What follows belongs to an exercise in optimizing a design on an open flow for small area and a short achievable clock period; a production flow would make more cautious choices.
Only simulation tests tie the RTL to the original design; equivalence was not proved.
Power figures rest on the tool's default switching activity, not on a simulated workload.

## run 1
Design custom_isa_extensions, start of the top module:
module custom_isa_extensions (
    input wire clk,
    input wire resetn,
    input wire is_custom_instruction,
    input wire is_vconv_instruction,
    input wire is_relu_instruction,
    input wire is_madd_instruction,
    input wire is_gemm_instruction,
    input wire [31:0] rs1_data,
    input wire [31:0] rs2_data,
    input wire [31:0] rs3_data,
    input wire instruction_valid,
    output reg instruction_ready,
    output wire [31:0] result_data,
    input wire [31:0] mem_addr,
    input wire [31:0] mem_wdata,
    output reg [31:0] mem_rdata,
    input wire [3:0] mem_wstrb,
    input wire mem_valid,
    output wire mem_ready,
    input wire mem_we
);
    reg s_idle, s_dec, s_vc, s_relu, s_madd, s_gemm, s_comp;
    reg [7:0] mst;               
    reg [4:0] cnt;               
    reg [31:0] temp;
    reg vph;                     
    reg fresh_v, fresh_g;        
    reg [15:0] vr [0:7];         
    reg [15:0] gr [0:15];        
    reg [15:0] xr, yr;           
    reg [15:0] x3r;              
    reg [15:0] sr, cr;           
    reg [15:0] ar;               
    reg [15:0] hh;               
    reg [15:0] hd;               
    reg bm;                      
    reg tacc;                    
    reg pend_v, pend_g;          
    reg show;                    
    reg m67;                     
    wire vc_last   = s_vc   & (cnt[3:0] == 4'd15);
    wire relu_last = s_relu & (cnt[1:0] == 2'd3);
    wire madd_last = mst[7];
    wire gemm_last = s_gemm & (cnt == 5'd31);
    wire go        = instruction_valid & is_custom_instruction;
    wire nbm       = ~bm;
  ...
For scale: roughly 600 flip-flops, ~240 I/O pins, about 29000 sq um of cells after synthesis.
clock: 9.0 ns
lec_check: 0
abc_clock_period_in_ps: 3000
cap_margin: 20
core_margin: 2
core_utilization: 65
cts_cluster_diameter: 80
cts_cluster_size: 30
setup_slack_margin: 5
slew_margin: 20
tns_end_percent: 100
standard.sh (not shown) runs the stock make flow with config.mk's settings and CLKGATE_MAP_FILE= SYNTH_SCRIPT=/design/flow/synth_recipe.tcl, a recipe that flattens the netlist after the stock synthesis.
==> flow/flow/run.sh <==
#!/bin/bash
# Standard layout, with a larger setup repair margin (the SDC and its period are
# unchanged) and regular buffers instead of delay buffers on the ports.
set -euo pipefail
MARGIN=$(cat flow/margin.txt)
bash standard.sh "SETUP_SLACK_MARGIN=$MARGIN" \
  "BUFFER_PORTS_ARGS=-buffer_cell sky130_fd_sc_hd__buf_2" finish > standard_flow.log 2>&1
==> flow/flow/margin.txt <==
5.5
Run 1 ended with every stage complete and zero timing, DRC or antenna violations.
The following lists how run 2 was set up differently from run 1:
- changing CORE_UTILIZATION from 65 to 55
- removing CTS_CLUSTER_DIAMETER (formerly 80)
- removing CTS_CLUSTER_SIZE (formerly 30)
==> flow/flow/margin.txt <==
6.0
[summary]
- Diff run 1 -> run 2: horizontal die dimension shows an increase of 8.5%; slew at the pin with the worst max-slew slack shows a reduction of 0.0092 ns; clock transition at the register clock pins on the worst setup and hold paths after CTS shows a reduction of 0.04 ns.
- Run 2 against run 1; design area is up by a few percent.
- STATUS power: run 2 loses against run 1
- Run 2 vs run 1 — cell count along the critical path dropped 2.
- Lower H-tree depth goes to run 1 over run 2.
- The part of the cycle the worst path needs reported for run 2 is smaller than that of run 1 by 1.4 points.
- Total net switching power for run 2: 8.2% up relative to run 1
- Row sequential power share: run 2 lower / run 1 higher
- Taking run 1 as the reference point, the final RePlAce weighted congestion of run 2 falls by 0.053.
diff inputs: run 2 => run 3
- swapping 55 for 65 in CORE_UTILIZATION
- putting CTS_CLUSTER_DIAMETER at 80 where nothing was set
- putting CTS_CLUSTER_SIZE at 30 where nothing was set
Run 3 went all the way through synthesis, placement and routing and the layout is clean on timing, DRC and antenna. Per the comparison of run 3 with run 2, clock period minus worst slack shrank by 0.030 ns, depth of the CTS H-tree moved down, number of non-clock buffers in the layout dropped 0.59%, count of buffer and inverter cells on the critical path grew by 3, die extent in y decreased about 8%. Post-route fraction of the period consumed by the critical path in run 3 vs run 2: down 0.33 points. First-iteration DRC count (run 3 vs. run 2) increases by more than a quarter. Lower portion of total power attributed to sequential cells among run 2 and run 3: run 2.

* * *

## 02-01
Another version of the RTL of custom_isa_extensions (not shown whole).
For scale: about 2400 cells after synthesis, roughly 590 flip-flops, ~240 I/O pins, about 28000 µm² of cells after synthesis.
Settings: LEC_CHECK=0, CAP_MARGIN=20, CORE_MARGIN=2, CORE_UTILIZATION=60, CTS_CLUSTER_DIAMETER=80, CTS_CLUSTER_SIZE=28, SETUP_SLACK_MARGIN=5, SLEW_MARGIN=20, TNS_END_PERCENT=100; clock period 9.0 ns.
==> flow/flow/margin.txt <==
5.8
Scripts as last shown in full above: flow/flow/run.sh
For 01-17, these inputs were changed with respect to 02-01:
- changing CORE_UTILIZATION from 60 to 70
- changing CTS_CLUSTER_SIZE from 28 to 25
==> flow/flow/margin.txt <==
5.6
==> notes.md <==
01-17: done, clean on timing, DRC and antenna. Share of cells above drive strength 1 for 01-17: 3.5 points down relative to 02-01. H-tree depth ends up lower on 02-01. Diff 02-01 -> 01-17: number of well-tap cells placed now sits lower, global-route met3 utilization now sits higher, required arrival time at the worst endpoint now sits lower, power now sits higher.

* * *

== job 101 ==
Another version of the RTL of custom_isa_extensions (not shown whole).
For scale: about 2500 cells after synthesis, about 240 I/O pins, ~28000 sq um of cells after synthesis.
clock: 9.0 ns
lec_check: 0
cap_margin: 20
core_margin: 2
core_utilization: 65
cts_cluster_diameter: 80
cts_cluster_size: 26
setup_slack_margin: 5
slew_margin: 20
tns_end_percent: 100
==> flow/flow/margin.txt <==
5.7
Scripts as last shown in full above: flow/flow/run.sh
Input-level comparison between job 102 and job 101:
==> flow/flow/margin.txt <==
5.9
Results
Largest incremental delay on the critical path: job 102 higher than job 101
Diff job 101 -> job 102: design area now sits higher, number of clock buffers inserted by TritonCTS went down 2, layout filler cell count went down by 275.
Number of cells on the worst reg-to-reg path: job 102 vs job 101 down 4
Looking at sequential share of layout area, job 102 sits 2.2 points lower than job 101 does.

* * *

the reference run:
custom_isa_extensions with an RTL version that a note above also has.
For scale: roughly 2400 cells after synthesis, roughly 590 flip-flops, roughly 28000 µm² of cells after synthesis.
==> flow/config.mk <==
export PLATFORM = sky130hd
export DESIGN_NAME = custom_isa_extensions
export DESIGN_NICKNAME = custom_isa_extensions
export VERILOG_FILES = /design/flow/design.v
export SDC_FILE = /design/flow/constraint.sdc
export NUM_CORES = 4
export LEC_CHECK = 0
export ABC_CLOCK_PERIOD_IN_PS = 1500
export CAP_MARGIN = 20
export CORE_MARGIN = 2
export CORE_UTILIZATION = 55
export SETUP_SLACK_MARGIN = 5
export SLEW_MARGIN = 20
export TNS_END_PERCENT = 100
==> flow/constraint.sdc <==
create_clock -name core_clock -period 9.0 [get_ports {clk}]
set_input_delay 1.8000 -clock core_clock [delete_from_list [all_inputs] [get_ports {clk}]]
set_output_delay 1.8000 -clock core_clock [all_outputs]
set_load 0.01 [all_outputs]
==> flow/flow/margin.txt <==
6.0
Scripts as last shown in full above: flow/flow/run.sh
--- input diff the reference run..the trial run ---
Settings: CORE_UTILIZATION now 65, was 55; CTS_CLUSTER_DIAMETER now 80, previously not set; CTS_CLUSTER_SIZE now 30, previously not set; ABC_CLOCK_PERIOD_IN_PS now 3000, was 1500.
Findings:
Looking only at final setup slack of the worst path, and setting everything else aside, the higher value of the reference run and the trial run goes to the reference run. Final clock period utilization by the worst path delta (the trial run -> the reference run): insignificant. Going from the reference run to the trial run, maximum resistive drop on vdd went up about 8%; wire length now larger; fraction of area in registers higher. The run showing the smaller portion of total power attributed to sequential cells is the reference run. Side by side, hold slack turned out lower in the trial run than in the reference run. Of the reference run and the trial run, the trial run shows the higher share of power burned in combinational logic, with the reference run below it. As far as fraction of synthesis flops using an asynchronous set or reset pin goes, the reference run and the trial run are indistinguishable; the numbers are identical.

[afterwards: timing with drivers on the ports]
Ports are ideal in the flow. The routed layouts listed here were re-timed in OpenROAD.
Step 1: set_driving_cell puts a clkbuf_16 on clk and a buf_2 on each other input, an assumption about the parent block.
Step 2, shift: input delay + t, output delay - t, t = (earliest + latest rising clock arrival at the registers) / 2. This alone moves slack from input paths to output paths.
a / b / c = ideal / step 1 / step 2; a / b = the first two.
run | shift t [ns] | setup slack, ns | hold slack, ns
run 1 | 0.683 | 5.240 / 5.240 / 4.948 | 0.423 / 0.423 / 0.423
run 2 | 0.699 | 5.370 / 5.370 / 4.980 | 0.409 / 0.409 / 0.409
run 3 | 0.690 | 5.400 / 5.400 / 4.965 | 0.412 / 0.412 / 0.412
02-01 | 0.677 | 5.451 / 5.451 / 4.914 | 0.415 / 0.415 / 0.415
01-17 | 0.647 | 5.263 / 5.263 / 5.025 | 0.421 / 0.421 / 0.421
job 101 | 0.689 | 5.607 / 5.551 / 5.007 | 0.412 / 0.412 / 0.412
job 102 | 0.674 | 5.504 / 5.504 / 5.166 | 0.416 / 0.416 / 0.416
the reference run | 0.677 | 5.515 / 5.515 / 5.121 | 0.408 / 0.408 / 0.408
the trial run | 0.670 | 5.504 / 5.504 / 5.098 | 0.401 / 0.401 / 0.401
After both steps every run listed still meets setup and hold. For job 101, which loses most, drivers alone change the setup slack by -0.056 ns; drivers and shift together by -0.600 ns.
